Background: an optimization exercise with open tools, aiming at small area and a short achievable clock period. Do not read the settings as production practice.
Where RTL was checked, it was by simulation tests only, not by an equivalence proof against the original.
The RTL of runs 1 to 6 was laid out without a check of its function.
Power is estimated from default activity; no workload was simulated.

<file path="design/flow/config.mk">
export PLATFORM = sky130hd
export DESIGN_NAME = CPU_EEPROM
export DESIGN_NICKNAME = CPU_EEPROM
export VERILOG_FILES = /design/flow/design.v
export SDC_FILE = /design/flow/constraint.sdc
export NUM_CORES = 4
export LEC_CHECK = 0
export ABC_CLOCK_PERIOD_IN_PS = 2500
export CAP_MARGIN = 20
export CORE_MARGIN = 2
export CORE_UTILIZATION = 50
export SETUP_SLACK_MARGIN = 4.3
export SLEW_MARGIN = 20
export SYNTH_HIERARCHICAL = 1
</file>
<file path="design/flow/constraint.sdc">
create_clock -name core_clock -period 7.5 [get_ports {clk}]
set_input_delay 1.5000 -clock core_clock [delete_from_list [all_inputs] [get_ports {clk}]]
set_output_delay 1.5000 -clock core_clock [all_outputs]
set_load 0.01 [all_outputs]
</file>
<file path="design/flow/design.v">
module CPU_EEPROM(clk, reset, PC, Data, Out, carry, parity, sign, zero);
input clk, reset;
output reg [12:0] PC;
input [7:0] Data;
output reg [7:0] Out;
output reg carry;
output parity;
output sign;
output zero;
reg        update;
reg [7:0]  A, B, C;
reg [5:0]  op2;           
reg [3:0]  SQ;            
reg [12:0] stk [15:0];
reg fa, pp, ss, zz;
cpu_flags u_flags(.A(A), .fa(fa), .pp(pp), .ss(ss), .zz(zz),
                  .parity(parity), .sign(sign), .zero(zero));
wire [12:0] top = stk[SQ];
wire [21:0] sa;
wire [3:0]  sc_;
wire [6:0]  sb, scc;
wire [3:0]  spc;
wire f_we, fl, f_keep, push, pop, wr, two, out_we;
cpu_dec u_dec(.D(Data), .u(update), .op2(op2),
              .carry(carry), .parity(parity), .sign(sign), .zero(zero),
              .sa(sa), .scar(sc_), .sb(sb), .sc(scc), .spc(spc),
              .f_we(f_we), .fl(fl), .f_keep(f_keep),
              .push(push), .pop(pop), .wr(wr), .two(two), .out_we(out_we));
wire [8:0] r_b, r_c, r_a1, r_m;
wire [7:0] r_b1, r_c1;
cpu_alu u_alu(.A(A), .B(B), .C(C), .D(Data), .op2(op2),
              .r_b(r_b), .r_c(r_c), .r_a1(r_a1), .r_b1(r_b1), .r_c1(r_c1), .r_m(r_m));
wire [7:0] A_n, B_n, C_n;
wire       c_n;
wire [12:0] PC_n;
cpu_sela u_sela(.s(sa), .A(A), .B(B), .C(C), .D(Data), .top(top[7:0]),
                .r_b(r_b[7:0]), .r_c(r_c[7:0]), .r_a1(r_a1[7:0]), .r_m(r_m[7:0]), .y(A_n));
cpu_selc u_selc(.s(sc_), .c({r_m[8], r_a1[8], r_c[8], r_b[8]}), .y(c_n));
cpu_selr u_selb(.s(sb), .R(B), .O(C), .A(A), .D(Data), .pm1(r_b1), .y(B_n));
cpu_selr u_selcc(.s(scc), .R(C), .O(B), .A(A), .D(Data), .pm1(r_c1), .y(C_n));
cpu_selpc u_selpc(.s(spc), .PC(PC), .BC({B[4:0], C}), .top(top), .y(PC_n));
wire [12:0] PC1 = PC + 1'b1;
wire [12:0] wd = update ? PC :
                 ~Data[5] ? PC1 :
                 (Data[2] & ~Data[1]) ? {5'd0, B} : {5'd0, A};
genvar gi;
generate for (gi = 0; gi < 16; gi = gi + 1) begin : g_stk
	always @(posedge clk)
		if (reset && wr && SQ == ((gi + 1) & 15))
			stk[gi] <= wd;
end endgenerate
always @(posedge clk) begin
	if (!reset) begin
		update <= 0;
		A <= 0; B <= 0; C <= 0; Out <= 0;
		carry <= 0; fa <= 0; pp <= 0; ss <= 0; zz <= 0;
		PC <= 0;
		SQ <= 4'd0;
	end else begin
		update <= two;
		A <= A_n;
		B <= B_n;
		C <= C_n;
		PC <= PC_n;
		if (out_we) Out <= A;
		if (f_we) begin
			carry <= c_n;
			fa <= fl; pp <= 0; ss <= 0; zz <= 0;
		end
		if (f_keep) begin
			fa <= 0; pp <= parity; ss <= sign; zz <= zero;
		end
		if (push) SQ <= SQ - 1'b1;
		else if (pop) SQ <= SQ + 1'b1;
	end
end
always @(posedge clk)
	op2 <= Data[5:0];
endmodule
module cpu_flags(A, fa, pp, ss, zz, parity, sign, zero);
input [7:0] A;
input fa, pp, ss, zz;
output parity, sign, zero;
assign parity = (fa & ~^A) | pp;
assign sign   = (fa & A[7]) | ss;
assign zero   = (fa & ~|A) | zz;
endmodule
module cpu_dec(D, u, op2, carry, parity, sign, zero, sa, scar, sb, sc, spc,
               f_we, fl, f_keep, push, pop, wr, two, out_we);
input [7:0] D;
input u;
input [5:0] op2;
input carry, parity, sign, zero;
output [21:0] sa;
output [3:0] scar;
output [6:0] sb, sc;
output [3:0] spc;
output f_we, fl, f_keep, push, pop, wr, two, out_we;
wire n = ~u & (D[7:6] == 2'b00);
wire [5:0] o = D[5:0];
function is; input [5:0] x; is = n & (o == x); endfunction
function m2; input [5:0] x; m2 = u & (op2 == x); endfunction
wire i00 = is(6'h00), i01 = is(6'h01), i03 = is(6'h03), i04 = is(6'h04);
wire i06 = is(6'h06), i07 = is(6'h07), i09 = is(6'h09), i0A = is(6'h0A);
wire i0C = is(6'h0C), i0D = is(6'h0D), i0F = is(6'h0F);
wire i10 = is(6'h10), i11 = is(6'h11), i12 = is(6'h12), i13 = is(6'h13);
wire i14 = is(6'h14), i15 = is(6'h15), i16 = is(6'h16), i17 = is(6'h17);
wire i18 = is(6'h18), i19 = is(6'h19), i1A = is(6'h1A), i1B = is(6'h1B);
wire i1C = is(6'h1C), i1D = is(6'h1D), i1E = is(6'h1E), i1F = is(6'h1F);
wire i20 = is(6'h20), i21 = is(6'h21), i22 = is(6'h22), i23 = is(6'h23);
wire i24 = is(6'h24), i25 = is(6'h25), i26 = is(6'h26), i27 = is(6'h27);
wire i28 = is(6'h28), i30 = is(6'h30), i31 = is(6'h31), i32 = is(6'h32);
wire i33 = is(6'h33), i37 = is(6'h37), i38 = is(6'h38), i3A = is(6'h3A);
wire i3B = is(6'h3B), i3C = is(6'h3C), i3D = is(6'h3D), i3E = is(6'h3E);
wire i3F = is(6'h3F);
wire m_add = m2(6'h02) | m2(6'h2B);
wire m_sub = m2(6'h05) | m2(6'h2C);
wire m_or  = m2(6'h08) | m2(6'h2D);
wire m_and = m2(6'h0B) | m2(6'h2E);
wire m_xor = m2(6'h0E) | m2(6'h2F);
wire m_mov = m2(6'h34);
wire m_b   = m2(6'h35);
wire m_c   = m2(6'h36);
wire m_mem = u & ~op2[5];
wire [20:0] sa_w = {m_mov, m_xor, m_and, m_or, m_add | m_sub,
             i3D, i38, i33 | i3B, i30 | i3A, i26, i1D | i20, i1B, i1A,
             i0D, i0C, i0A, i09, i07, i06, i01 | i04, i00 | i03};
wire a_we = (|sa_w) | i23;
assign sa = {~a_we, sa_w};
assign scar = {m_add, i1D, i01, i00};
wire b_chg = i1E | i21 | i24 | i27 | i31 | i3C | i3A | i3E | m_b;
assign sb = {m_b, i3E, i3A, i31 | i3C, i27, i1E | i21, ~b_chg};
wire c_chg = i1F | i22 | i25 | i28 | i32 | i3C | i3B | i3F | m_c;
assign sc = {m_c, i3F, i3B, i32 | i3C, i28, i1F | i22, ~c_chg};
wire call = i14 | (i15 & carry) | (i16 & parity) | (i17 & sign) | (i18 & zero);
wire jmp  = i0F | (i10 & carry) | (i11 & parity) | (i12 & sign) | (i13 & zero) | call;
wire halt = ~u & (D == 8'hFF);
wire hold = halt | m_mem;
assign spc = {~hold & ~jmp & ~i19, i19, jmp, hold};
assign f_we   = (|sa_w[11:0]) | i30 | i33 | (|sa_w[20:16]) | i23;
assign fl     = ~i23;
assign f_keep = i38 | i3A | i3B | i3D;
assign push   = call | i37;
assign pop    = i19 | i38;
assign wr     = call | i37 | i3A | i3B | i3C | m_mem;
assign two    = n & ((o == 6'h02) | (o == 6'h05) | (o == 6'h08) | (o == 6'h0B) | (o == 6'h0E) |
                     (o == 6'h2B) | (o == 6'h2C) | (o == 6'h2D) | (o == 6'h2E) | (o == 6'h2F) |
                     (o == 6'h34) | (o == 6'h35) | (o == 6'h36));
assign out_we = i1C;
endmodule
module cpu_alu(A, B, C, D, op2, r_b, r_c, r_a1, r_b1, r_c1, r_m);
input [7:0] A, B, C, D;
input [5:0] op2;
output [8:0] r_b, r_c, r_a1, r_m;
output [7:0] r_b1, r_c1;
wire sb = D[1];      
wire sc = D[2];      
wire dd = D[5];      
wire s2 = (op2[2:0] == 3'b101) | (op2 == 6'h2C);    
assign r_b  = {1'b0, A} + {1'b0, B ^ {8{sb}}} + {8'd0, sb};
assign r_c  = {1'b0, A} + {1'b0, C ^ {8{sc}}} + {8'd0, sc};
assign r_a1 = {1'b0, A} + {1'b0, {7{dd}}, 1'b1};
assign r_b1 = B + {{7{dd}}, 1'b1};
assign r_c1 = C + {{7{dd}}, 1'b1};
assign r_m  = {1'b0, A} + {1'b0, D ^ {8{s2}}} + {8'd0, s2};
endmodule
module cpu_sela(s, A, B, C, D, top, r_b, r_c, r_a1, r_m, y);
input [21:0] s;
input [7:0] A, B, C, D, top, r_b, r_c, r_a1, r_m;
output [7:0] y;
wire [7:0] v [21:0];
assign v[0] = r_b;         assign v[1] = r_c;
assign v[2] = A | B;       assign v[3] = A | C;
assign v[4] = A & B;       assign v[5] = A & C;
assign v[6] = A ^ B;       assign v[7] = A ^ C;
assign v[8] = {A[6:0], A[7]};  assign v[9] = {A[0], A[7:1]};
assign v[10] = r_a1;       assign v[11] = ~A;
assign v[12] = B;          assign v[13] = C;
assign v[14] = top;        assign v[15] = {A[3:0], A[7:4]};
assign v[16] = r_m;        assign v[17] = A | D;
assign v[18] = A & D;      assign v[19] = A ^ D;
assign v[20] = D;         assign v[21] = A;
integer k;
reg [7:0] acc;
always @* begin
	acc = 8'd0;
	for (k = 0; k < 22; k = k + 1)
		acc = acc | (v[k] & {8{s[k]}});
end
assign y = acc;
endmodule
module cpu_selc(s, c, y);
input [3:0] s, c;
output y;
assign y = |(s & c);
endmodule
module cpu_selr(s, R, O, A, D, pm1, y);
input [6:0] s;
input [7:0] R, O, A, D, pm1;
output [7:0] y;
assign y = ({8{s[0]}} & R) | ({8{s[1]}} & pm1) | ({8{s[2]}} & ~R) |
           ({8{s[3]}} & O) | ({8{s[4]}} & A) | ({8{s[5]}} & {R[3:0], R[7:4]}) |
           ({8{s[6]}} & D);
endmodule
module cpu_selpc(s, PC, BC, top, y);
input [3:0] s;
input [12:0] PC, BC, top;
output [12:0] y;
wire [12:0] PC1 = PC + 1'b1;
assign y = ({13{s[0]}} & PC) | ({13{s[1]}} & BC) | ({13{s[2]}} & top) | ({13{s[3]}} & PC1);
endmodule
</file>
<file path="design/flow/run.sh">
#!/bin/bash
# synth_recipe.tcl (not shown) runs the flow's synth.tcl, then flattens the netlist and writes it again
# the make line also repeats each setting of config.mk as NAME=value (left out here)
make -C /OpenROAD-flow-scripts/flow DESIGN_CONFIG=/design/flow/config.mk WORK_HOME=/design/flow/orfs CLKGATE_MAP_FILE= SYNTH_SCRIPT=/design/flow/synth_recipe.tcl finish
</file>
==> impl_metrics.toml, run 1 <==
[sta]
rsz0062_at_grt = "true"
period_share = 0.4623
max_freq_ghz = 0.2884
hold_viol_final = 0
finalSetupTns_ns = 0
worst_pin_slew_ns = 1.070
slew_violations = 0
setup_ws_ns = 4.033
clock_skew_ns = 0.01166
relSlewSlack = 0.2849
fin_crit_ns = 3.467
holdWs_ns = 0.5185
setup_viol = 0

[synth]
synth_seq_cells = 269
yosysWarnings = 10
synthesis.instances = 1591
synth_top_cell_area_share = 0.3726
synthTopCellsByArea = "edfxtp_1, ha_1, dfxtp_1, a22oi_1, mux2i_1"
async_flop_share = 0
syn_area_sq_um = 16760
synth.yosys.seq_area_share = 0.4454
synth_top_flop_cell = "edfxtp_1"
ys_types = 99
postSynthAreaPerCell_sq_um = 10.54
synth_largest_area_cell = "edfxtp_1"
syn-num-nets = 1706
synthTopCellsByCount = "edfxtp_1, ha_1, nor2_1"
yosysMostFrequentCell = "edfxtp_1"
synth_edf_count = 208

[detailed_routing]
drt-pass1-iter-count = 8
drt-total-wl_mm = 61.54
drt_iter0_markers = 2004
routedWlPerCell_microns = 28.54
vias_per_cell = 6.718
ant_nets = 0
num_vias = 14480
drc = 0

[power_and_ir_drop]
combPwrFrac = 0.111
seqPwrFrac = 0.462
ir_drop_uv = 201.7
leakagePower_nw = 7.524
p_per_area_nw_per_um2 = 167.8
switchingPower_w = 0.0008741
p_clk_frac = 0.427
swShare = 0.2485
p_int_w = 0.002643

[place]
port_buffers = 34
dpl.hpwl_mm = 37.65
dp_worst_setup_slack_ns = 2.329
gp_congestion = 0.9373
placement.cell_area_sq_um = 17570

[cells_and_area]
diodes = 0
areaGrowthSynthToFinish_pct = 25.01
final_net_count = 1800
n_fill_cell = 2701
drive_gt1_frac = 0.2512
ff_latch_area_sq_um = 7508
finalInstanceArea_sq_um = 20960
final_util = 0.6297
multi_input_area_sq_um = 9065

[clock_tree]
cts_buffers = 29
root_buffer = "clkbuf_16"
clock-sinks = 269
cts_tree = "yes"
clkSlewWorstSetupHoldPaths_ns = 0.07
htreeDepth = 1
insertion_delay_ns = 0.58
holdBufCountCts = 0
max-clock-path-buffers = 3

[global_route]
use_met3 = 0.04803
grt_max_degree = 60
use_met2 = 0.5452
antenna_found_initial = 0
grt_pass1_wl_mm = 90.75
grt.total_usage = 0.3432
grt_remaining_overflow = 0
first_global_vias = 13690
met1_usage = 0.4544
busiest_layer = "met2"

[critical_path]
end_kind = "primary output"
worstPathMaxFanout = 2
crit_slowest_cell = "dfxtp_2"
slowest_delay_ns = 0.35
critPathKind = "reg -> out"
cp_cell_sequence = "buf_12 -> inv_4 -> ha_4 -> xor2_4 -> xnor2_2 -> a21o_1 -> buf_2"
required_ns = 6.00
arrival_ns = 1.97
critPathLaunchType = "register"

[die]
start_util = 0.5037
die-area_sq_um = 35010
io_pins = 35
core_area_sq_um = 33280
die_w_microns = 187.1
die_height_microns = 187.1
rows = 67

[status]
status = "complete, no violations"

[job]
drv_cap = 0

[hold_path]
hp-class = "reg -> reg"
==> registers in the layout, indices dropped and copies added, names as in the netlist <==
signal,count
stk,208
PC,13
A,8
B,8
C,8
Out,8
op2,6
SQ,4
carry,1
fa,1
pp,1
ss,1
update,1
zz,1
==> power by group through the flow <==
stage / combinational (W) / sequential, W / clock [W]
2_1_floorplan: 0.000196 / 0.00165 / 0
3_3_place_gp: 0.000303 / 0.00166 / 0
3_5_place_dp: 0.000305 / 0.00166 / 0
4_1_cts: 0.000358 / 0.00162 / 0.00152
5_1_grt: 0.000412 / 0.00162 / 0.00157
6_report: 0.000391 / 0.00162 / 0.00150
==> per-module statistics from Yosys (local to each module, per instance) <==
| module | flops+latches | cells | area [sq um] | copies in the design |
|---|---|---|---|---|
| cpu_selr | 0 | 38 | 307.8 | 2 |
| cpu_alu | 0 | 267 | 2038 | 1 |
| cpu_flags | 0 | 19 | 136.4 | 1 |
| cpu_selc | 0 | 3 | 18.77 | 1 |
| CPU_EEPROM | 269 | 712 | 10400 | 1 |
| cpu_selpc | 0 | 68 | 465.4 | 1 |
| cpu_sela | 0 | 226 | 1722 | 1 |
| cpu_dec | 0 | 220 | 1369 | 1 |
==> metrics by stage <==
stage	power, W	instances
5_1_grt	0.003609	2156
2_1_floorplan	0.001849	1591
6_report	0.003517	2156
3_3_place_gp	0.001959	1983
3_5_place_dp	0.001961	1983
4_1_cts	0.003500	2128
==> placed cells by master (no fill, tap or decap), types with 16 or more instances in the layout <==
| master | synthesis | routed |
|---|---|---|
| a21oi_1 | 48 | 40 |
| a221oi_1 | 26 | 24 |
| a222oi_1 | 40 | 40 |
| a22o_1 | 19 | 19 |
| a22oi_1 | 82 | 81 |
| and2_1 | 42 | 42 |
| buf_12 | 0 | 35 |
| buf_4 | 32 | 99 |
| buf_6 | 12 | 28 |
| clkbuf_16 | 0 | 29 |
| clkdlybuf4s50_1 | 0 | 22 |
| dfxtp_1 | 61 | 38 |
| dfxtp_2 | 0 | 18 |
| edfxtp_1 | 208 | 208 |
| ha_1 | 99 | 89 |
| inv_1 | 77 | 67 |
| mux2i_1 | 49 | 45 |
| nand2_1 | 80 | 77 |
| nand3_1 | 55 | 50 |
| nor2_1 | 90 | 69 |
| nor2_4 | 0 | 16 |
| nor2b_1 | 28 | 27 |
| nor3_1 | 37 | 26 |
| o21ai_0 | 47 | 43 |
| xnor2_1 | 38 | 35 |
| xor2_1 | 31 | 28 |
==> cells by family (layout without fill, tap and decap cells) <==
family          after synthesis  after routing  synth area share
buf+inv                     223            340           0.06523
fa+ha+maj                   105            105           0.08106
compound gates              425            425            0.1959
mux                          62             62           0.03933
flops                       269            269            0.4454
xor+xnor                     69             69           0.03605
simple gates                438            438            0.1370
==> path summary, 6_finish.rpt <==
check	startpoint	to	cells after the start	slack (ns)
hold reg to reg	Out[2]	Out[2]	2	0.52
hold / removal	Out[2]	Out[2]	2	0.52
setup / recovery	A[1]	parity	7	4.03
setup reg to reg	SQ[2]	A[5]	8	4.14
==> what timing repair did <==
item | CTS | global route
buffers inserted | 77 | 28
gates resized for setup | 206 | 72
setup endpoints to repair | 405 | 263
pin swaps | 51 | 49
gates cloned | 14 | 0
==> routing by layer <==
layer	share of wire	up-vias
li1	-	6262
met1	0.39	7115
met2	0.46	874
met3	0.088	233
met4	0.069	0
met5	0	-
==> final cells by class <==
| type | count | share of cell area |
|---|---|---|
| timing repair buffer | 207 | 0.1205 |
| sequential | 269 | 0.3583 |
| clock inverter | 24 | 0.01230 |
| clock buffer | 30 | 0.03481 |
| inverter | 79 | 0.01481 |
| tap | 448 | 0.02675 |
| multi-input combinational | 1099 | 0.4326 |
==> worst max-delay path, delay by kind of cell, from the launching register on <==
family,cells,cell delay [ns]
fa+ha+maj,1,0.22
buf+inv,3,0.29
flops,1,0.35
xor+xnor,2,0.33
compound gates,1,0.19
==> run 2, diff against run 1 <==
--- a/design/flow/design.v
+++ b/design/flow/design.v
@@ -16,5 +16,10 @@
 cpu_flags u_flags(.A(A), .fa(fa), .pp(pp), .ss(ss), .zz(zz),
                   .parity(parity), .sign(sign), .zero(zero));
-wire [12:0] top = stk[SQ];
+wire [15:0] sqd = 16'd1 << SQ;
+wire [12:0] top;
+cpu_stkrd u_stkrd(.sel(sqd), .e0(stk[0]), .e1(stk[1]), .e2(stk[2]), .e3(stk[3]),
+                  .e4(stk[4]), .e5(stk[5]), .e6(stk[6]), .e7(stk[7]),
+                  .e8(stk[8]), .e9(stk[9]), .e10(stk[10]), .e11(stk[11]),
+                  .e12(stk[12]), .e13(stk[13]), .e14(stk[14]), .e15(stk[15]), .y(top));
 wire [21:0] sa;
 wire [3:0]  sc_;
@@ -39,6 +44,6 @@
 cpu_selr u_selb(.s(sb), .R(B), .O(C), .A(A), .D(Data), .pm1(r_b1), .y(B_n));
 cpu_selr u_selcc(.s(scc), .R(C), .O(B), .A(A), .D(Data), .pm1(r_c1), .y(C_n));
-cpu_selpc u_selpc(.s(spc), .PC(PC), .BC({B[4:0], C}), .top(top), .y(PC_n));
 wire [12:0] PC1 = PC + 1'b1;
+cpu_selpc u_selpc(.s(spc), .PC(PC), .PC1(PC1), .BC({B[4:0], C}), .top(top), .y(PC_n));
 wire [12:0] wd = update ? PC :
                  ~Data[5] ? PC1 :
@@ -47,5 +52,5 @@
 generate for (gi = 0; gi < 16; gi = gi + 1) begin : g_stk
 	always @(posedge clk)
-		if (reset && wr && SQ == ((gi + 1) & 15))
+		if (reset && wr && sqd[(gi + 1) & 15])
 			stk[gi] <= wd;
 end endgenerate
@@ -203,9 +208,17 @@
            ({8{s[6]}} & D);
 endmodule
-module cpu_selpc(s, PC, BC, top, y);
+module cpu_selpc(s, PC, PC1, BC, top, y);
 input [3:0] s;
-input [12:0] PC, BC, top;
+input [12:0] PC, PC1, BC, top;
 output [12:0] y;
-wire [12:0] PC1 = PC + 1'b1;
 assign y = ({13{s[0]}} & PC) | ({13{s[1]}} & BC) | ({13{s[2]}} & top) | ({13{s[3]}} & PC1);
 endmodule
+module cpu_stkrd(sel, e0, e1, e2, e3, e4, e5, e6, e7, e8, e9, e10, e11, e12, e13, e14, e15, y);
+input [15:0] sel;
+input [12:0] e0, e1, e2, e3, e4, e5, e6, e7, e8, e9, e10, e11, e12, e13, e14, e15;
+output [12:0] y;
+assign y = ({13{sel[0]}} & e0) | ({13{sel[1]}} & e1) | ({13{sel[2]}} & e2) | ({13{sel[3]}} & e3) |
+           ({13{sel[4]}} & e4) | ({13{sel[5]}} & e5) | ({13{sel[6]}} & e6) | ({13{sel[7]}} & e7) |
+           ({13{sel[8]}} & e8) | ({13{sel[9]}} & e9) | ({13{sel[10]}} & e10) | ({13{sel[11]}} & e11) |
+           ({13{sel[12]}} & e12) | ({13{sel[13]}} & e13) | ({13{sel[14]}} & e14) | ({13{sel[15]}} & e15);
+endmodule
--- a/design/flow/config.mk
+++ b/design/flow/config.mk
@@ -10,4 +10,5 @@
 export CORE_MARGIN = 2
 export CORE_UTILIZATION = 50
+export CTS_BUF_LIST = sky130_fd_sc_hd__clkbuf_8
 export SETUP_SLACK_MARGIN = 4.3
 export SLEW_MARGIN = 20
==> impl_metrics.toml, run 2 <==
[critical_path]
crit_slowest_cell = "dfxtp_2"
cp.depth = 7
critPathKind = "reg -> out"
cp_top_family = "XOR/XNOR gates"
slowest_delay_ns = 0.34
end_kind = "primary output"
required_ns = 6.00
arrival_ns = 1.99
worstPathMaxFanout = 2
cp_cell_sequence = "buf_12 -> inv_6 -> ha_4 -> xor2_4 -> xnor2_2 -> a21o_1 -> buf_2"
critPathLaunchType = "register"
reg2reg_depth = 11
critPathBufInv = 3

[synth]
synth_top_flop_cell = "edfxtp_1"
postSynthAreaPerCell_sq_um = 10.84
syn-num-nets = 1628
async_flop_share = 0
synthesis.instances = 1516
yosysWarnings = 11
yosysMostFrequentCell = "edfxtp_1"
syn_area_sq_um = 16430
synth_top_cell_area_share = 0.3801
synthTopCellsByArea = "edfxtp_1, dfxtp_1, ha_1, a221oi_1, a22o_1"
ys_types = 91
synth.yosys.seq_area_share = 0.4544
synth_largest_area_cell = "edfxtp_1"
synthTopCellsByCount = "edfxtp_1, ha_1, nor2_1"
synth_seq_cells = 269
synth_edf_count = 208

[cells_and_area]
largest_reg_flops = 208
top_register = "stk"
final_net_count = 1786
largestRegisters = "stk (208), PC (13)"
final_cells = 2152
diodes = 0
drive_gt1_frac = 0.2825
final_util = 0.6357
layout_commonest_cell = "edfxtp_1"
layout_common_cells = "edfxtp_1, buf_4, ha_1"
areaGrowthSynthToFinish_pct = 25.53

[global_route]
first_global_vias = 13370
grt_max_degree = 63
use_met3 = 0.05564
met1_usage = 0.4126
grt.total_usage = 0.3333
grt_remaining_overflow = 0
antenna_found_initial = 0
grt_pass1_wl_mm = 84.23
use_met2 = 0.5430
busiest_layer = "met2"

[clock_tree]
htreeDepth = 2
clkSlewWorstSetupHoldPaths_ns = 0.06
clock-sinks = 269
cts_buffers = 47
root_buffer = "clkbuf_8"
cts_tree = "yes"
max-clock-path-buffers = 3
insertion_delay_ns = 0.62

[power_and_ir_drop]
p_per_area_nw_per_um2 = 158.6
seqPwrFrac = 0.495
leakagePower_nw = 7.511
combPwrFrac = 0.123
p_int_w = 0.002392
switchingPower_w = 0.0008812
p_total_w = 0.003273
ir_drop_uv = 165.7
p_clk_frac = 0.382
swShare = 0.2692

[sta]
max_freq_ghz = 0.2865
slew_violations = 0
relSlewSlack = 0.2808
hold_viol_final = 0
rsz0062_at_grt = "true"
finalSetupTns_ns = 0
worst_pin_slew_ns = 1.076
clock_skew_ns = 0.04232
period_share = 0.4653
fin_crit_ns = 3.490
setup_viol = 0

[detailed_routing]
drt-total-wl_mm = 58.36
drt_iter0_markers = 1747
drt-pass1-iter-count = 6
ant_nets = 0
num_vias = 14100
drc = 0
vias_per_cell = 6.552
routedWlPerCell_microns = 27.12

[job]
drv_cap = 0

[die]
start_util = 0.5064
io_pins = 35
die_height_microns = 185.3
die_w_microns = 185.3
rows = 66
die-area_sq_um = 34340
core_area_sq_um = 32450

[place]
dpl.hpwl_mm = 35.28
dp_cells = 1915
gp_congestion = 0.9515
port_buffers = 34

[status]
status = "complete, no violations"

[hold_path]
hold_depth = 2
hp-class = "reg -> reg"
run 2: changes by cell type after synthesis, moves of 11 or more:
| cell | delta |
|---|---|
| nand3_1 | -19 |
| o21ai_0 | -17 |
| a22o_1 | +46 |
| clkbuf_1 | -13 |
| a21oi_1 | -16 |
| a221oi_1 | +39 |
| a222oi_1 | -23 |
| nand4_1 | +11 |
| buf_2 | -13 |
run 2: per-stage QoR:
| step | worst slack [ns] | hold slack (ns) | area, sq um |
|---|---|---|---|
| 3_5_place_dp | 1.840 | 0.5019 | 17090 |
| 5_1_grt | 3.961 | 0.5518 | 20630 |
| 4_1_cts | 4.018 | 0.5173 | 19640 |
| 6_report | 4.010 | 0.5164 | 20630 |
| 2_1_floorplan | 3.596 | 0.5290 | 16630 |
| 3_3_place_gp | 2.045 | 0.4951 | 17080 |
run 2: layout make-up:
cell class	instances	area (sq um)
Sequential cell	269	7502
Clock buffer	49	674.4
Fill cell	2593	11820
Clock inverter	36	181.4
Multi-Input combinational cell	1042	8876
Timing Repair Buffer	235	2534
Tap cell	442	553.0
Inverter	79	310.3
run 2: what timing repair did:
| item | in CTS | in global routing |
|---|---|---|
| pin swaps | 71 | 75 |
| resized for setup | 194 | 118 |
| setup endpoints to repair | 418 | 267 |
| hold buffers | 0 | 0 |
| gates cloned | 8 | 4 |
| setup buffers | 80 | 60 |
run 2: power groups by stage:
stage	registers, W	logic, W	clock network (W)
global route	0.00162	0.000421	0.00133
CTS	0.00162	0.000354	0.00127
detailed placement	0.00165	0.000283	0
finish	0.00162	0.000403	0.00125
floorplan	0.00165	0.000183	0
global placement	0.00165	0.000280	0
run 2: modules after synthesis, one instance, submodules excluded:
module	cells inside	times used
cpu_selc	3	1
cpu_alu	270	1
cpu_flags	19	1
cpu_selr	38	2
cpu_dec	220	1
cpu_selpc	43	1
CPU_EEPROM	526	1
cpu_stkrd	133	1
cpu_sela	226	1
run 2: cell families after synthesis:
family | after synthesis | share of synthesized area
and+or+nand+nor | 425 | 0.1376
adders and majority gates | 102 | 0.08085
AOI/OAI and AO/OA | 396 | 0.1928
buffers and inverters | 205 | 0.06646
xor gates and xnor gates | 72 | 0.03837
muxes | 47 | 0.02954
DFF | 269 | 0.4544
run 2: worst reg2reg max path, delay by kind of cell (launching register included):
family / cells / cell delay, ns
compound gates: 2 / 0.42
simple gates: 6 / 1.65
flops: 1 / 0.41
buf+inv: 2 / 0.53
mux: 1 / 0.27
run 2: final timing paths:
path / from / end / slack (ns)
setup / recovery: A[2] / parity / 4.01
hold / removal: Out[6] / Out[6] / 0.52
setup reg to reg: update / A[1] / 4.15
hold reg to reg: Out[6] / Out[6] / 0.52
run 2: layer usage:
metal  wire (microns)  share of wire
met1            22020           0.38
met5                0              0
met2            26940           0.46
met3             4693          0.080
met4             4714          0.081
==> run 3, diff against run 2 <==
--- a/design/flow/config.mk
+++ b/design/flow/config.mk
@@ -10,6 +10,6 @@
 export CORE_MARGIN = 2
 export CORE_UTILIZATION = 50
-export CTS_BUF_LIST = sky130_fd_sc_hd__clkbuf_8
-export SETUP_SLACK_MARGIN = 4.3
+export SETUP_SLACK_MARGIN = 4.5
 export SLEW_MARGIN = 20
 export SYNTH_HIERARCHICAL = 1
+export TNS_END_PERCENT = 0
==> impl_metrics.toml, run 3 <==
[status]
status = "complete, no violations"

[synth]
syn-num-nets = 1628
async_flop_share = 0
synth_top_cell_area_share = 0.3801
yosysWarnings = 11
synth_edf_count = 208
ys_types = 91
postSynthAreaPerCell_sq_um = 10.84
synthTopCellsByArea = "edfxtp_1, dfxtp_1, ha_1, a221oi_1, a22o_1"
synthesis.instances = 1516
synth_seq_cells = 269
synthTopCellsByCount = "edfxtp_1, ha_1, nor2_1"
synth_largest_area_cell = "edfxtp_1"
syn_area_sq_um = 16430
yosysMostFrequentCell = "edfxtp_1"
synth.yosys.seq_area_share = 0.4544
synth_top_flop_cell = "edfxtp_1"

[place]
port_buffers = 34
placement.cell_area_sq_um = 17030
dpl.hpwl_mm = 34.82
dp_cells = 1914
gp_congestion = 0.9308

[clock_tree]
htreeDepth = 1
cts_tree = "yes"
root_buffer = "clkbuf_16"
insertion_delay_ns = 0.58
clkSlewWorstSetupHoldPaths_ns = 0.08
holdBufCountCts = 0
cts_buffers = 29
clock-sinks = 269
max-clock-path-buffers = 3

[sta]
relSlewSlack = 0.1980
max_freq_ghz = 0.2805
clock_skew_ns = 0.04037
fin_crit_ns = 3.565
period_share = 0.4753
setup_viol = 0
rsz0062_at_grt = "true"
worst_pin_slew_ns = 1.194
hold_viol_final = 0
slew_violations = 0
finalSetupTns_ns = 0

[power_and_ir_drop]
leakagePower_nw = 6.737
ir_drop_uv = 194.2
p_per_area_nw_per_um2 = 176.6
p_total_w = 0.003386

[critical_path]
arrival_ns = 4.09
required_ns = 8.02
critPathKind = "in -> reg"
worstPathMaxFanout = 10
end_kind = "register"
critPathLaunchType = "primary input"

[global_route]
antenna_found_initial = 0
grt_pass1_wl_mm = 79.36
grt_max_degree = 63
first_global_vias = 12470
grt.total_usage = 0.3142
grt_remaining_overflow = 0

[die]
start_util = 0.5064
core_area_sq_um = 32450
die_height_microns = 185.3
die_w_microns = 185.3
die-area_sq_um = 34340
rows = 66
io_pins = 35

[detailed_routing]
ant_nets = 0
vias_per_cell = 6.530
num_vias = 13170
drt-total-wl_mm = 53.78
routedWlPerCell_microns = 26.68
drc = 0
drt-pass1-iter-count = 9
drt_iter0_markers = 1473

[cells_and_area]
finalInstanceArea_sq_um = 19170
layout_common_cells = "edfxtp_1, ha_1, inv_1"
drive_gt1_frac = 0.1760
areaGrowthSynthToFinish_pct = 16.64
final_net_count = 1663
top_register = "stk"
final_cells = 2016
largestRegisters = "stk (208), PC (13)"
final_util = 0.5907
largest_reg_flops = 208
diodes = 0
layout_commonest_cell = "edfxtp_1"

[job]
drv_cap = 0

[hold_path]
hp-class = "reg -> reg"
[run 3: cell families after synthesis]
kind of cell,Yosys count,synth area share
flops,269,0.4544
simple gates,425,0.1376
mux,47,0.02954
xor+xnor,72,0.03837
compound gates,396,0.1928
buf+inv,205,0.06646
fa+ha+maj,102,0.08085
[run 3: report_power, final]
| group | switching, W | leakage (nW) | internal [W] | total [W] |
|---|---|---|---|---|
| logic | 0.000195 | 4.04 | 0.000126 | 0.000321 |
| clock network | 0.000628 | 0.455 | 0.000820 | 0.00145 |
| registers | 0.0000149 | 2.25 | 0.00160 | 0.00162 |
| total | 0.000838 | 6.74 | 0.00255 | 0.00339 |
[run 3: routing by layer]
metal | share of wire | global-route usage | wire, microns | vias to the layer above
met4 | 0.059 | 0.1724 | 3184 | 0
met2 | 0.48 | 0.5234 | 25890 | 662
li1 | - | - | - | 5874
met3 | 0.072 | 0.04247 | 3853 | 179
met1 | 0.39 | 0.3955 | 20850 | 6450
met5 | 0 | 0 | 0 | -
[run 3: cell type report]
cell class / instances / area [sq um]
Sequential cell: 269 / 7485
Inverter: 79 / 299.0
Clock inverter: 23 / 220.2
Fill cell: 2705 / 13280
Clock buffer: 31 / 733.2
Timing Repair Buffer: 130 / 1490
Tap cell: 442 / 553.0
Multi-Input combinational cell: 1042 / 8389
[run 3: stage by stage]
step	hold WS [ns]	setup WS [ns]
4_1_cts	0.5258	4.057
2_1_floorplan	0.5292	3.595
3_3_place_gp	0.4949	2.022
3_5_place_dp	0.5062	1.815
6_report	0.5166	3.935
5_1_grt	0.5406	3.974
[run 3: final timing paths]
kind / startpoint / to / slack [ns] / cells after the start
max: Data[6] / A[6] / 3.94 / 10
min: Out[7] / Out[7] / 0.52 / 2
max reg2reg: SQ[3] / A[0] / 4.16 / 10
min reg2reg: Out[7] / Out[7] / 0.52 / 2
[run 3: what timing repair did]
| item | 4_1_cts | 5_1_grt |
|---|---|---|
| cloned | 4 | 0 |
| endpoints found under the setup margin | 456 | 418 |
| setup buffers | 43 | 1 |
| resized for setup | 150 | 24 |
| pin swaps | 31 | 3 |
[run 3: Yosys stat by module, one instance, submodules excluded, excerpt]
module / flip-flops and latches / copies in the design
cpu_dec: 0 / 1
CPU_EEPROM: 269 / 1
cpu_flags: 0 / 1
cpu_selc: 0 / 1
cpu_selpc: 0 / 1
cpu_selr: 0 / 2
cpu_alu: 0 / 1
cpu_sela: 0 / 1
[run 3: critical path: stages]
cell	delay [ns]
buf_12	0.11
or3_4	0.39
or3_4	0.39
buf_4	0.18
nor2_1	0.75
nand2_1	0.26
o2111ai_1	0.19
a2111oi_2	0.06
nand4_1	0.12
and2_1	0.12
==> run 4, diff against run 3 <==
--- a/design/flow/config.mk
+++ b/design/flow/config.mk
@@ -11,5 +11,5 @@
 export CORE_UTILIZATION = 50
 export SETUP_SLACK_MARGIN = 4.5
-export SLEW_MARGIN = 20
+export SLEW_MARGIN = 50
 export SYNTH_HIERARCHICAL = 1
 export TNS_END_PERCENT = 0
==> impl_metrics.toml, run 4 <==
[place]
gp_congestion = 0.9308
port_buffers = 34
dp_worst_setup_slack_ns = 1.682
dpl.hpwl_mm = 35.02

[cells_and_area]
drive_gt1_frac = 0.1989
layout_common_cells = "edfxtp_1, ha_1, buf_4"
areaGrowthSynthToFinish_pct = 17.54
largestRegisters = "stk (208), PC (13)"
diodes = 0
final_net_count = 1669
top_register = "stk"
largest_reg_flops = 208
layout_commonest_cell = "edfxtp_1"

[sta]
finalSetupTns_ns = 0
setup_viol = 0
max_freq_ghz = 0.2889
hold_viol_final = 0
clock_skew_ns = 0.02321
relSlewSlack = 0.4822
period_share = 0.4615
slew_violations = 0
worst_pin_slew_ns = 0.7709
fin_crit_ns = 3.461
setup_ws_ns = 4.039
rsz0062_at_grt = "true"

[clock_tree]
insertion_delay_ns = 0.57
clkSlewWorstSetupHoldPaths_ns = 0.07
htreeDepth = 1
max-clock-path-buffers = 3
clock-sinks = 269
root_buffer = "clkbuf_16"
cts_buffers = 29
holdBufCountCts = 0
cts_tree = "yes"

[synth]
yosysWarnings = 11
yosysMostFrequentCell = "edfxtp_1"
synthTopCellsByArea = "edfxtp_1, dfxtp_1, ha_1, a221oi_1, a22o_1"
syn_area_sq_um = 16430
synth_top_cell_area_share = 0.3801
synth_edf_count = 208
synthesis.instances = 1516
synth.yosys.seq_area_share = 0.4544
synth_seq_cells = 269
ys_types = 91
postSynthAreaPerCell_sq_um = 10.84
syn-num-nets = 1628
synth_top_flop_cell = "edfxtp_1"
synthTopCellsByCount = "edfxtp_1, ha_1, nor2_1"
synth_largest_area_cell = "edfxtp_1"
async_flop_share = 0

[detailed_routing]
drt-pass1-iter-count = 8
drt_iter0_markers = 1494
ant_nets = 0
num_vias = 13170
drt-total-wl_mm = 54.22
vias_per_cell = 6.517
drc = 0
routedWlPerCell_microns = 26.83

[job]
drv_cap = 0

[global_route]
grt.total_usage = 0.3157
antenna_found_initial = 0
grt_pass1_wl_mm = 80.12
first_global_vias = 12580
grt_max_degree = 63
grt_remaining_overflow = 0

[power_and_ir_drop]
p_total_w = 0.003446
leakagePower_nw = 6.810
p_per_area_nw_per_um2 = 178.4
ir_drop_uv = 231.7

[critical_path]
required_ns = 7.95
worstPathMaxFanout = 7
critPathKind = "in -> reg"
critPathLaunchType = "primary input"
arrival_ns = 3.91
end_kind = "register"

[hold_path]
hp-class = "reg -> reg"

[die]
start_util = 0.5064
rows = 66
core_area_sq_um = 32450
io_pins = 35
die-area_sq_um = 34340
die_height_microns = 185.3
die_w_microns = 185.3

[status]
status = "complete, no violations"
## run 4: cell types whose count changed in the layout (fill, tap and decap cells not counted), sizes merged
cell / before / now
clkinvlp: 4 / 3
bufinv: 3 / 5
clkdlybuf4s15: 2 / 1
clkinv: 11 / 13
buf: 101 / 108
inv: 84 / 80
dlygate4sd2: 0 / 1
bufbuf: 4 / 3
## run 4: what timing repair did
| item | in CTS | in global routing |
|---|---|---|
| endpoints found under the setup margin | 456 | 271 |
| resized for setup | 138 | 39 |
| pin swaps | 36 | 16 |
| cloned | 3 | 0 |
| buffers inserted | 48 | 2 |
## run 4: per-module statistics from Yosys, one instance, submodules excluded
| module | cells inside | copies in the design |
|---|---|---|
| cpu_selc | 3 | 1 |
| cpu_selr | 38 | 2 |
| cpu_selpc | 43 | 1 |
| cpu_flags | 19 | 1 |
| CPU_EEPROM | 526 | 1 |
| cpu_sela | 226 | 1 |
| cpu_dec | 220 | 1 |
| cpu_stkrd | 133 | 1 |
| cpu_alu | 270 | 1 |
## run 4: area by class of cell
class | instances | area [sq um]
clock inverters | 22 | 252.7
multi-input cells | 1042 | 8514
flip-flops and latches | 269 | 7488
fillers | 2652 | 13140
well taps | 442 | 553.0
repair buffers | 136 | 1479
clock buffers | 31 | 733.2
inverters | 79 | 296.5
## run 4: worst paths after layout
path | cells past startpoint | from | slack (ns) | to
worst max-delay path | 12 | Data[6] | 4.04 | A[1]
worst min-delay path | 2 | Out[6] | 0.52 | Out[6]
worst max register to register | 9 | SQ[0] | 4.12 | A[5]
worst min register to register | 2 | Out[6] | 0.52 | Out[6]
## run 4: stage by stage
stage            util  instance area (sq um)  instances  hold WS, ns
3_5_place_dp   0.5279                  17130       1915       0.5062
3_3_place_gp   0.5243                  17010       1913       0.4949
5_1_grt        0.5952                  19320       2021       0.5398
4_1_cts        0.5898                  19140       2019       0.5226
6_report       0.5952                  19320       2021       0.5180
2_1_floorplan       -                  16520       1516       0.5292
## run 4: worst max-delay path: stages
cell and delay, ns:
buf_12 0.11, or3_4 0.40, or4_4 0.53, o31a_1 0.13, nand4_2 0.13, nor4_4 0.07, buf_6 0.14, mux2_4 0.26
a221oi_2 0.17, and4_1 0.21, nand4_1 0.10, and2_1 0.17
## run 4: cells by family after synthesis
logic type | share of synthesized area
XOR/XNOR | 0.03837
multiplexers | 0.02954
AO/OA/AOI/OAI | 0.1928
flip-flops | 0.4544
buffers and inverters | 0.06646
AND/OR/NAND/NOR | 0.1376
adder cells (fa/ha/maj) | 0.08085
## run 4: layer usage
| metal | up-vias | global-route usage | wire, microns |
|---|---|---|---|
| met4 | 0 | 0.1737 | 3193 |
| met5 | - | 0 | 0 |
| met1 | 6455 | 0.3999 | 21280 |
| met3 | 177 | 0.03637 | 3735 |
| met2 | 638 | 0.5275 | 26010 |
| li1 | 5901 | - | - |
## run 4: where the power goes
part	switching [W]	internal (W)	leakage, nW
clock network	0.000619	0.000881	0.476
registers	0.0000153	0.00160	2.25
logic	0.000200	0.000128	4.09
==> run 5, diff against run 4 <==
--- a/design/flow/config.mk
+++ b/design/flow/config.mk
@@ -13,3 +13,3 @@
 export SLEW_MARGIN = 50
 export SYNTH_HIERARCHICAL = 1
-export TNS_END_PERCENT = 0
+export TNS_END_PERCENT = 10
==> impl_metrics.toml, run 5 <==
[cells_and_area]
final_net_count = 1729
largest_reg_flops = 208
n_fill_cell = 2630
multi_input_area_sq_um = 8707
top_register = "stk"
drive_gt1_frac = 0.2404
layout_commonest_cell = "edfxtp_1"
areaGrowthSynthToFinish_pct = 22.90
diodes = 0
layout_common_cells = "edfxtp_1, buf_4, ha_1"
largestRegisters = "stk (208), PC (13)"
ff_latch_area_sq_um = 7483

[synth]
syn-num-nets = 1628
synth_top_cell_area_share = 0.3801
synth_top_flop_cell = "edfxtp_1"
postSynthAreaPerCell_sq_um = 10.84
synthTopCellsByCount = "edfxtp_1, ha_1, nor2_1"
synth_seq_cells = 269
yosysMostFrequentCell = "edfxtp_1"
ys_types = 91
synth_edf_count = 208
syn_area_sq_um = 16430
synth.yosys.seq_area_share = 0.4544
synthTopCellsByArea = "edfxtp_1, dfxtp_1, ha_1, a221oi_1, a22o_1"
synthesis.instances = 1516
async_flop_share = 0
synth_largest_area_cell = "edfxtp_1"
yosysWarnings = 11

[critical_path]
arrival_ns = 4.01
required_ns = 8.00
critPathKind = "in -> reg"
end_kind = "register"
critPathLaunchType = "primary input"
worstPathMaxFanout = 8

[clock_tree]
clock-sinks = 269
cts_tree = "yes"
root_buffer = "clkbuf_16"
max-clock-path-buffers = 3
clkSlewWorstSetupHoldPaths_ns = 0.07
cts_buffers = 29
insertion_delay_ns = 0.56
htreeDepth = 1

[hold_path]
hp-class = "reg -> reg"

[sta]
max_freq_ghz = 0.2852
fin_crit_ns = 3.507
hold_viol_final = 0
setup_ws_ns = 3.993
relSlewSlack = 0.4280
setup_viol = 0
slew_violations = 0
clock_skew_ns = 0.02731
period_share = 0.4675
rsz0062_at_grt = "true"
worst_pin_slew_ns = 0.8516
finalSetupTns_ns = 0
holdWs_ns = 0.5114

[power_and_ir_drop]
leakagePower_nw = 7.214
p_total_w = 0.003408
ir_drop_uv = 189.2
p_per_area_nw_per_um2 = 168.7

[global_route]
first_global_vias = 12670
antenna_found_initial = 0
grt.total_usage = 0.3194
grt_pass1_wl_mm = 81.35
grt_max_degree = 63
grt_remaining_overflow = 0

[detailed_routing]
routedWlPerCell_microns = 27.66
ant_nets = 0
top_layer = "met4"
drt-pass1-iter-count = 9
met2_wirelength_mm = 26.57
drc = 0
drt-total-wl_mm = 57.56
wl_met1_mm = 21.59
wl_met3_mm = 5.006
num_vias = 13760
drt_iter0_markers = 1855
vias_per_cell = 6.612

[place]
port_buffers = 34
dp_worst_setup_slack_ns = 1.548
dpl.hpwl_mm = 35.72
gp_congestion = 0.9332

[die]
io_pins = 35
die_height_microns = 185.3
start_util = 0.5064
die-area_sq_um = 34340
die_w_microns = 185.3
rows = 66
core_area_sq_um = 32450

[status]
status = "complete, no violations"

[job]
drv_cap = 0
run 5: worst max-delay path, cell delays in order:
cell and delay, ns:
buf_12 0.11, or3_4 0.39, buf_6 0.13, or2_4 0.24, buf_4 0.14, nor3_2 0.33
a41o_1 0.45, a22o_1 0.20, a221oi_1 0.06, and4_1 0.26, nand4_1 0.08, and2_1 0.13
run 5: path summary, 6_finish.rpt:
| kind | slack (ns) | cells past startpoint | start | to |
|---|---|---|---|---|
| worst min-delay path | 0.51 | 2 | Out[6] | Out[6] |
| worst max register to register | 4.08 | 11 | SQ[1] | A[0] |
| worst max-delay path | 3.99 | 12 | Data[7] | A[1] |
| worst min register to register | 0.51 | 2 | Out[6] | Out[6] |
run 5: metrics by stage:
step | util | instance area, sq um | cells
floorplan | - | 16520 | 1516
global placement | 0.5243 | 17020 | 1913
detailed placement | 0.5285 | 17150 | 1916
CTS | 0.5871 | 19050 | 2017
global route | 0.6224 | 20200 | 2081
finish | 0.6224 | 20200 | 2081
run 5: logic make-up (layout without fill, tap and decap cells):
group	Yosys count	after routing	share of synthesized area
AND/OR/NAND/NOR	425	425	0.1376
XOR/XNOR	72	72	0.03837
AO/OA/AOI/OAI	396	396	0.1928
multiplexers	47	47	0.02954
flip-flops	269	269	0.4544
buffers and inverters	205	328	0.06646
adder cells (fa/ha/maj)	102	102	0.08085
run 5: Yosys stat by module, one instance, submodules excluded:
module      flops+latches  copies in the design  cells  cell area, sq um
cpu_selr                0                     2     38             307.8
cpu_stkrd               0                     1    133              1140
cpu_alu                 0                     1    270              2059
cpu_selc                0                     1      3             18.77
CPU_EEPROM            269                     1    526              9089
cpu_selpc               0                     1     43             285.3
cpu_sela                0                     1    226              1722
cpu_dec                 0                     1    220              1369
cpu_flags               0                     1     19             136.4
run 5: layout make-up:
type | instances | share of cell area
Multi-Input combinational cell | 1042 | 0.4311
Sequential cell | 269 | 0.3705
Timing Repair Buffer | 196 | 0.1103
Clock buffer | 38 | 0.03760
Tap cell | 442 | 0.02738
Inverter | 79 | 0.01524
Clock inverter | 15 | 0.007929
run 5: what timing repair did:
item	CTS	global route
hold buffers	0	0
resized for setup	119	116
setup endpoints to repair	456	295
pin swaps	28	64
buffers inserted	44	54
gates cloned	4	10
run 5: power breakdown:
group	total (W)	switching (W)	internal (W)
Combinational	0.000379	0.000221	0.000158
Sequential	0.00162	0.0000149	0.00160
Clock	0.00141	0.000594	0.000817
Total	0.00341	0.000830	0.00258
run 5: layer usage:
layer | global-route usage | up-vias
met5 | 0 | -
met4 | 0.1759 | 0
met3 | 0.04385 | 263
met2 | 0.5248 | 854
met1 | 0.4076 | 6621
li1 | - | 6022
==> run 6, diff against run 5 <==
--- a/design/flow/config.mk
+++ b/design/flow/config.mk
@@ -10,6 +10,7 @@
 export CORE_MARGIN = 2
 export CORE_UTILIZATION = 50
-export SETUP_SLACK_MARGIN = 4.5
-export SLEW_MARGIN = 50
+export CTS_CLUSTER_DIAMETER = 100
+export CTS_CLUSTER_SIZE = 20
+export SETUP_SLACK_MARGIN = 4.3
+export SLEW_MARGIN = 20
 export SYNTH_HIERARCHICAL = 1
-export TNS_END_PERCENT = 10
==> impl_metrics.toml, run 6 <==
[detailed_routing]
drt-total-wl_mm = 57.64
num_vias = 13770
drt_iter0_markers = 1743
drt-pass1-iter-count = 7
drc = 0
ant_nets = 0
routedWlPerCell_microns = 27.68
vias_per_cell = 6.614

[die]
die-area_sq_um = 34340
core_area_sq_um = 32450
io_pins = 35
die_w_microns = 185.3
rows = 66
die_height_microns = 185.3
start_util = 0.5064

[synth]
syn-num-nets = 1628
postSynthAreaPerCell_sq_um = 10.84
ys_types = 91
synthTopCellsByArea = "edfxtp_1, dfxtp_1, ha_1, a221oi_1, a22o_1"
synthesis.instances = 1516
synth_largest_area_cell = "edfxtp_1"
synthTopCellsByCount = "edfxtp_1, ha_1, nor2_1"
synth_top_flop_cell = "edfxtp_1"
synth_seq_cells = 269
synth_edf_count = 208
async_flop_share = 0
yosysWarnings = 11
synth.yosys.seq_area_share = 0.4544
syn_area_sq_um = 16430
yosysMostFrequentCell = "edfxtp_1"
synth_top_cell_area_share = 0.3801

[place]
dpl.hpwl_mm = 35.28
gp_congestion = 0.9515
port_buffers = 34

[hold_path]
hold_end = "Out[7]"
hold_depth = 2
hp-class = "reg -> reg"
min_from = "Out[7]"

[critical_path]
critPathBufInv = 3
cp_top_family = "simple AND/OR/NAND/NOR gates"
r2r-end = "A[1]"
rrSetupSlack_ns = 4.14
worstPathMaxFanout = 16
crit_slowest_cell = "nor2_1"
required_ns = 7.90
r2r-start = "update"
critPathKind = "in -> reg"
end_kind = "register"
cp_cell_sequence = "buf_2 -> buf_12 -> nor2_1 -> nand3_2 -> nor2_1 -> a311o_1 -> nor4_2 -> buf_4 -> mux2_4 -> a221oi_2 -> and4_1 -> nand4_1 -> and2_1"
cp_common_cell = "nor2_1"
slowest_delay_ns = 0.39
critPathLaunchType = "primary input"
reg2reg_depth = 11
arrival_ns = 3.96

[clock_tree]
cts_buffers = 18
insertion_delay_ns = 0.53
htreeDepth = 1
clock-sinks = 269
max-clock-path-buffers = 3
holdBufCountCts = 0
cts_tree = "yes"
clkSlewWorstSetupHoldPaths_ns = 0.08
root_buffer = "clkbuf_16"

[cells_and_area]
largestRegisters = "stk (208), PC (13)"
layout_commonest_cell = "edfxtp_1"
largest_reg_flops = 208
drive_gt1_frac = 0.2646
top_register = "stk"
diodes = 0
layout_common_cells = "edfxtp_1, buf_4, ha_1"
final_net_count = 1740
areaGrowthSynthToFinish_pct = 24.17

[sta]
slew_violations = 0
worst_pin_slew_ns = 1.111
setup_viol = 0
rsz0062_at_grt = "true"
relSlewSlack = 0.2574
hold_viol_final = 0
clock_skew_ns = 0.03243
finalSetupTns_ns = 0
holdWs_ns = 0.5213
period_share = 0.4746
fin_crit_ns = 3.560
max_freq_ghz = 0.2809

[power_and_ir_drop]
switchingPower_w = 0.0007634
p_int_w = 0.002289
combPwrFrac = 0.134
seqPwrFrac = 0.529
swShare = 0.2501
p_clk_frac = 0.337
leakagePower_nw = 7.274
ir_drop_uv = 223.0
p_per_area_nw_per_um2 = 149.6

[global_route]
antenna_found_initial = 0
grt.total_usage = 0.3341
grt_remaining_overflow = 0
first_global_vias = 13100
grt_max_degree = 63
grt_pass1_wl_mm = 84.22

[status]
status = "complete, no violations"

[job]
drv_cap = 0
==> run 6: worst reg2reg max path, stage by stage, from the launching register on <==
cell and delay (ns):
dfxtp_1 0.43, buf_4 0.37, or4bb_1 0.58, nor3_4 0.47, a311o_1 0.24, nor4_2 0.07
buf_4 0.16, mux2_4 0.26, a221oi_2 0.17, and4_1 0.22, nand4_1 0.12, and2_1 0.16
==> run 6: how the worst max path moves through the flow <==
| stage | from | to | slack, ns | cells after the start |
|---|---|---|---|---|
| after floorplan | Data[7] | stk[13][0] | 3.60 | 9 |
| after global placement | Data[7] | stk[3][3] | 2.04 | 7 |
| after detailed placement | Data[7] | stk[3][12] | 1.84 | 7 |
| after CTS | Data[6] | A[1] | 3.99 | 12 |
| after global routing | Data[3] | A[1] | 3.90 | 13 |
| final | Data[3] | A[1] | 3.94 | 13 |
==> run 6: metal layers <==
layer  GRT usage  up-vias  part of all wire
li1            -     6011                 -
met3     0.05309      266             0.089
met2      0.5354      822              0.46
met4      0.2213        0             0.083
met1      0.4185     6671              0.37
met5           0        -                 0
==> run 6: layout make-up <==
type,count,area (sq um)
Clock buffer,27,505.5
Fill cell,2566,12050
Timing Repair Buffer,218,2474
Inverter,79,305.3
Multi-Input combinational cell,1042,9015
Clock inverter,5,66.31
Sequential cell,269,7488
Tap cell,442,553.0
==> run 6: Yosys stat by module, one instance, submodules excluded, a selection <==
| module | cells | flip-flops and latches | times used |
|---|---|---|---|
| cpu_sela | 226 | 0 | 1 |
| cpu_stkrd | 133 | 0 | 1 |
| cpu_dec | 220 | 0 | 1 |
| cpu_flags | 19 | 0 | 1 |
| cpu_alu | 270 | 0 | 1 |
| cpu_selr | 38 | 0 | 2 |
| CPU_EEPROM | 526 | 269 | 1 |
==> run 6: kinds of logic (layout without fill, tap and decap cells) <==
kind of cell / count (synthesis) / in the layout / synth area share
compound gates: 396 / 396 / 0.1928
fa+ha+maj: 102 / 102 / 0.08085
mux: 47 / 47 / 0.02954
buf+inv: 205 / 329 / 0.06646
xor+xnor: 72 / 72 / 0.03837
flops: 269 / 269 / 0.4544
simple gates: 425 / 425 / 0.1376
==> run 6: metrics by stage <==
| stage | instances | cell area, sq um | total power [W] | utilization | setup slack, ns |
|---|---|---|---|---|---|
| 3_3_place_gp | 1914 | 17080 | 0.001929 | 0.5264 | 2.045 |
| 4_1_cts | 2048 | 19610 | 0.003025 | 0.6042 | 3.990 |
| 6_report | 2082 | 20410 | 0.003052 | 0.6288 | 3.940 |
| 2_1_floorplan | 1516 | 16630 | 0.001830 | - | 3.596 |
| 3_5_place_dp | 1915 | 17090 | 0.001932 | 0.5265 | 1.840 |
| 5_1_grt | 2082 | 20410 | 0.003140 | 0.6288 | 3.896 |
==> run 6: power groups by stage <==
stage               clock [W]  combinational (W)  sequential [W]
finish                0.00103           0.000409         0.00162
floorplan                   0           0.000183         0.00165
CTS                   0.00104           0.000368         0.00161
global placement            0           0.000280         0.00165
global route          0.00110           0.000428         0.00162
detailed placement          0           0.000283         0.00165
==> run 6: timing repair <==
action	in CTS	in global routing
resized for setup	214	116
pin swaps	95	89
buffers inserted	92	33
gates cloned	9	1
endpoints found under the setup margin	445	253
==> run 7, diff against run 6 <==
--- a/design/flow/design.v
+++ b/design/flow/design.v
@@ -27,5 +27,5 @@
 wire [3:0]  spc;
 wire f_we, fl, f_keep, push, pop, wr, two, out_we;
-cpu_dec u_dec(.D(Data), .u(update), .op2(op2),
+cpu_dec u_dec(.D(Data), .u(update), .op2(op2), .rst(reset),
               .carry(carry), .parity(parity), .sign(sign), .zero(zero),
               .sa(sa), .scar(sc_), .sb(sb), .sc(scc), .spc(spc),
@@ -58,14 +58,9 @@
 	if (!reset) begin
 		update <= 0;
-		A <= 0; B <= 0; C <= 0; Out <= 0;
+		Out <= 0;
 		carry <= 0; fa <= 0; pp <= 0; ss <= 0; zz <= 0;
-		PC <= 0;
 		SQ <= 4'd0;
 	end else begin
 		update <= two;
-		A <= A_n;
-		B <= B_n;
-		C <= C_n;
-		PC <= PC_n;
 		if (out_we) Out <= A;
 		if (f_we) begin
@@ -80,6 +75,11 @@
 	end
 end
-always @(posedge clk)
+always @(posedge clk) begin
+	A <= A_n;
+	B <= B_n;
+	C <= C_n;
+	PC <= PC_n;
 	op2 <= Data[5:0];
+end
 endmodule
 module cpu_flags(A, fa, pp, ss, zz, parity, sign, zero);
@@ -91,8 +91,8 @@
 assign zero   = (fa & ~|A) | zz;
 endmodule
-module cpu_dec(D, u, op2, carry, parity, sign, zero, sa, scar, sb, sc, spc,
+module cpu_dec(D, u, op2, rst, carry, parity, sign, zero, sa, scar, sb, sc, spc,
                f_we, fl, f_keep, push, pop, wr, two, out_we);
 input [7:0] D;
-input u;
+input u, rst;
 input [5:0] op2;
 input carry, parity, sign, zero;
@@ -132,15 +132,15 @@
              i0D, i0C, i0A, i09, i07, i06, i01 | i04, i00 | i03};
 wire a_we = (|sa_w) | i23;
-assign sa = {~a_we, sa_w};
+assign sa = {22{rst}} & {~a_we, sa_w};
 assign scar = {m_add, i1D, i01, i00};
 wire b_chg = i1E | i21 | i24 | i27 | i31 | i3C | i3A | i3E | m_b;
-assign sb = {m_b, i3E, i3A, i31 | i3C, i27, i1E | i21, ~b_chg};
+assign sb = {7{rst}} & {m_b, i3E, i3A, i31 | i3C, i27, i1E | i21, ~b_chg};
 wire c_chg = i1F | i22 | i25 | i28 | i32 | i3C | i3B | i3F | m_c;
-assign sc = {m_c, i3F, i3B, i32 | i3C, i28, i1F | i22, ~c_chg};
+assign sc = {7{rst}} & {m_c, i3F, i3B, i32 | i3C, i28, i1F | i22, ~c_chg};
 wire call = i14 | (i15 & carry) | (i16 & parity) | (i17 & sign) | (i18 & zero);
 wire jmp  = i0F | (i10 & carry) | (i11 & parity) | (i12 & sign) | (i13 & zero) | call;
 wire halt = ~u & (D == 8'hFF);
 wire hold = halt | m_mem;
-assign spc = {~hold & ~jmp & ~i19, i19, jmp, hold};
+assign spc = {4{rst}} & {~hold & ~jmp & ~i19, i19, jmp, hold};
 assign f_we   = (|sa_w[11:0]) | i30 | i33 | (|sa_w[20:16]) | i23;
 assign fl     = ~i23;
--- a/design/flow/config.mk
+++ b/design/flow/config.mk
@@ -10,7 +10,6 @@
 export CORE_MARGIN = 2
 export CORE_UTILIZATION = 50
-export CTS_CLUSTER_DIAMETER = 100
-export CTS_CLUSTER_SIZE = 20
-export SETUP_SLACK_MARGIN = 4.3
-export SLEW_MARGIN = 20
+export SETUP_SLACK_MARGIN = 4.5
+export SLEW_MARGIN = 50
 export SYNTH_HIERARCHICAL = 1
+export TNS_END_PERCENT = 0
==> impl_metrics.toml, run 7 <==
[power_and_ir_drop]
combPwrFrac = 0.097
p_per_area_nw_per_um2 = 178.6
p_int_w = 0.002577
swShare = 0.2388
switchingPower_w = 0.0008083
leakagePower_nw = 6.819
ir_drop_uv = 218.6
p_clk_frac = 0.424
seqPwrFrac = 0.479

[detailed_routing]
drc = 0
num_vias = 13200
ant_nets = 0
vias_per_cell = 6.733
drt_iter0_markers = 1583
drt-total-wl_mm = 54.42
drt-pass1-iter-count = 6
routedWlPerCell_microns = 27.77

[place]
gp_congestion = 1.012
dpl.hpwl_mm = 35.86
port_buffers = 34
placement.cell_area_sq_um = 16900
dp_cells = 1853

[sta]
finalSetupTns_ns = 0
slew_violations = 0
hold_viol_final = 0
period_share = 0.4695
rsz0062_at_grt = "true"
clock_skew_ns = 0.01750
relSlewSlack = 0.4617
max_freq_ghz = 0.2840
fin_crit_ns = 3.521
worst_pin_slew_ns = 0.8075
setup_viol = 0

[global_route]
first_global_vias = 12480
grt_pass1_wl_mm = 79.42
grt_remaining_overflow = 0
antenna_found_initial = 0
grt_max_degree = 48
grt.total_usage = 0.3184

[synth]
synth.yosys.seq_area_share = 0.4670
synth_largest_area_cell = "edfxtp_1"
yosysMostFrequentCell = "edfxtp_1"
synthTopCellsByCount = "edfxtp_1, ha_1, nor2_1"
postSynthAreaPerCell_sq_um = 10.99
synthesis.instances = 1455
synth_top_flop_cell = "edfxtp_1"
synth_seq_cells = 269
syn_area_sq_um = 15990
async_flop_share = 0
ys_types = 82
synth_edf_count = 208
yosysWarnings = 11
syn-num-nets = 1567
synthTopCellsByArea = "edfxtp_1, dfxtp_1, ha_1, a22oi_1, a221oi_1"
synth_top_cell_area_share = 0.3906

[clock_tree]
clkSlewWorstSetupHoldPaths_ns = 0.07
root_buffer = "clkbuf_16"
clock-sinks = 269
holdBufCountCts = 0
cts_buffers = 28
cts_tree = "yes"
insertion_delay_ns = 0.55
max-clock-path-buffers = 3
htreeDepth = 1

[die]
die_height_microns = 182.8
core_area_sq_um = 31560
start_util = 0.5067
rows = 65
die-area_sq_um = 33430
io_pins = 35
die_w_microns = 182.8

[cells_and_area]
final_net_count = 1649
finalInstanceArea_sq_um = 18950
largestRegisters = "stk (208), PC (13)"
layout_common_cells = "edfxtp_1, ha_1, buf_4"
drive_gt1_frac = 0.1920
final_util = 0.6005
layout_commonest_cell = "edfxtp_1"
top_register = "stk"
largest_reg_flops = 208
final_cells = 1960
areaGrowthSynthToFinish_pct = 18.51

[hold_path]
hp-class = "reg -> reg"
hold_end = "Out[3]"
min_from = "Out[3]"
hold_depth = 2

[status]
status = "complete, no violations"

[critical_path]
r2r-start = "SQ[2]"
required_ns = 7.90
reg2reg_depth = 10
critPathLaunchType = "register"
rrSetupSlack_ns = 3.98
arrival_ns = 3.92
end_kind = "register"
r2r-end = "A[0]"
critPathKind = "reg -> reg"
worstPathMaxFanout = 12

[job]
drv_cap = 0
run 7: cell types whose count changed in the layout (fill, tap and decap cells not counted), sizes merged, moves of 4 or more:
| cell | previous run | this run |
|---|---|---|
| buf | 186 | 110 |
| and2 | 39 | 7 |
| clkbuf | 28 | 46 |
| or3 | 18 | 4 |
| a21oi | 34 | 44 |
| nor3 | 37 | 47 |
| and3 | 5 | 12 |
| nand2 | 77 | 70 |
| nor2 | 91 | 85 |
| a22oi | 73 | 77 |
| bufbuf | 7 | 3 |
| nand3 | 36 | 40 |
| o31a | 6 | 2 |
| or4 | 3 | 7 |
run 7: layout make-up:
type / count / area [sq um]
Multi-Input combinational cell: 1016 / 8157
Timing Repair Buffer: 146 / 1562
Fill cell: 2594 / 12610
Clock buffer: 39 / 834.6
Antenna cell: 1 / 2.502
Tap cell: 402 / 503.0
Clock inverter: 11 / 121.4
Sequential cell: 269 / 7480
Inverter: 76 / 290.3
run 7: power groups by stage:
stage / clock [W] / combinational [W] / sequential (W)
6_report: 0.00144 / 0.000329 / 0.00162
2_1_floorplan: 0 / 0.000174 / 0.00165
3_3_place_gp: 0 / 0.000273 / 0.00165
4_1_cts: 0.00145 / 0.000301 / 0.00162
5_1_grt: 0.00151 / 0.000348 / 0.00162
3_5_place_dp: 0 / 0.000279 / 0.00165
run 7: worst max path at each step:
stage               depth (start not counted)  slack, ns     from         end
CTS                                         7       3.98     A[7]      parity
detailed placement                          8       2.27  Data[7]   stk[5][8]
floorplan                                   9       3.85  Data[2]   stk[9][0]
finish                                     10       3.98    SQ[2]        A[0]
global placement                            8       2.32  Data[7]  stk[5][10]
global route                               13       3.93  Data[1]        A[6]
run 7: Yosys stat by module (local to each module, per instance), excerpt:
module,cells,flops+latches
cpu_dec,211,0
cpu_flags,19,0
cpu_sela,226,0
cpu_selc,3,0
cpu_selpc,43,0
cpu_selr,38,0
run 7: worst max-delay path, stage by stage (launching register included):
cell and delay [ns]:
dfxtp_2 0.54, or2_2 0.35, nor3_1 0.10, buf_4 0.20, a22o_1 0.24, a221oi_1 0.54, nand4_1 0.45, a22oi_1 0.30
o221ai_1 0.15, nor4_1 0.32, nand4_1 0.17
run 7: cell families after synthesis:
logic type,share of synthesized area
AO/OA/AOI/OAI,0.1947
adder cells (fa/ha/maj),0.08310
buffers and inverters,0.05446
multiplexers,0.03396
AND/OR/NAND/NOR,0.1279
XOR/XNOR,0.03889
flip-flops,0.4670
run 7: per-stage QoR:
stage / power (W) / hold WS (ns) / setup slack [ns]
5_1_grt: 0.003477 / 0.5368 / 3.930
6_report: 0.003385 / 0.5199 / 3.979
3_5_place_dp: 0.001931 / 0.5096 / 2.270
2_1_floorplan: 0.001823 / 0.5292 / 3.852
3_3_place_gp: 0.001925 / 0.4992 / 2.321
4_1_cts: 0.003372 / 0.5240 / 3.984
run 7: layer usage:
metal  GRT usage  part of all wire  up-vias
li1            -                 -     5828
met1      0.4026              0.39     6461
met2      0.5293              0.47      720
met3     0.03912             0.075      187
met4      0.1856             0.067        0
met5           0                 0        -
run 7: timing repair:
action / in CTS / in global routing
pin swaps: 24 / 22
cloned: 3 / 3
setup buffers: 27 / 22
endpoints found under the setup margin: 431 / 399
gates resized for setup: 104 / 39

-- what the ideal ports hide --
In the flow no input, the clock included, has a driving cell. The finished layouts below were timed again as built, in two steps.
Step 1 assumes that a clkbuf_16 drives the clock port and a buf_2 every other input.
Step 2 also shifts input and output timing later by t, the mid clock arrival at the registers, as if the neighbouring blocks saw the same clock.
Three values: ideal, step 1, step 2; two values: the first two.
| run | t, ns | setup slack, ns | hold WS [ns] | worst setup path at the end | cell pins on the clock port's net |
|---|---|---|---|---|---|
| run 1 | 0.625 | 4.033 / 3.982 / 3.458 | 0.518 / 0.518 / 0.518 | input to register | 1 |
| run 2 | 0.643 | 4.010 / 3.962 / 3.368 | 0.516 / 0.516 / 0.516 | input to register | 1 |
| run 3 | 0.615 | 3.935 / 3.940 / 3.324 | 0.517 / 0.517 / 0.517 | input to register | 1 |
| run 4 | 0.612 | 4.039 / 4.006 / 3.422 | 0.518 / 0.518 / 0.518 | input to register | 1 |
| run 5 | 0.601 | 3.993 / 3.898 / 3.297 | 0.511 / 0.511 / 0.511 | input to register | 1 |
| run 6 | 0.566 | 3.940 / 3.969 / 3.403 | 0.521 / 0.521 / 0.521 | input to register | 1 |
| run 7 | 0.593 | 3.979 / 3.956 / 3.364 | 0.520 / 0.520 / 0.520 | input to register | 1 |
After both steps every run listed still meets setup and hold. For run 5, which loses most, drivers alone change the setup slack by -0.095 ns; drivers and shift together by -0.696 ns.
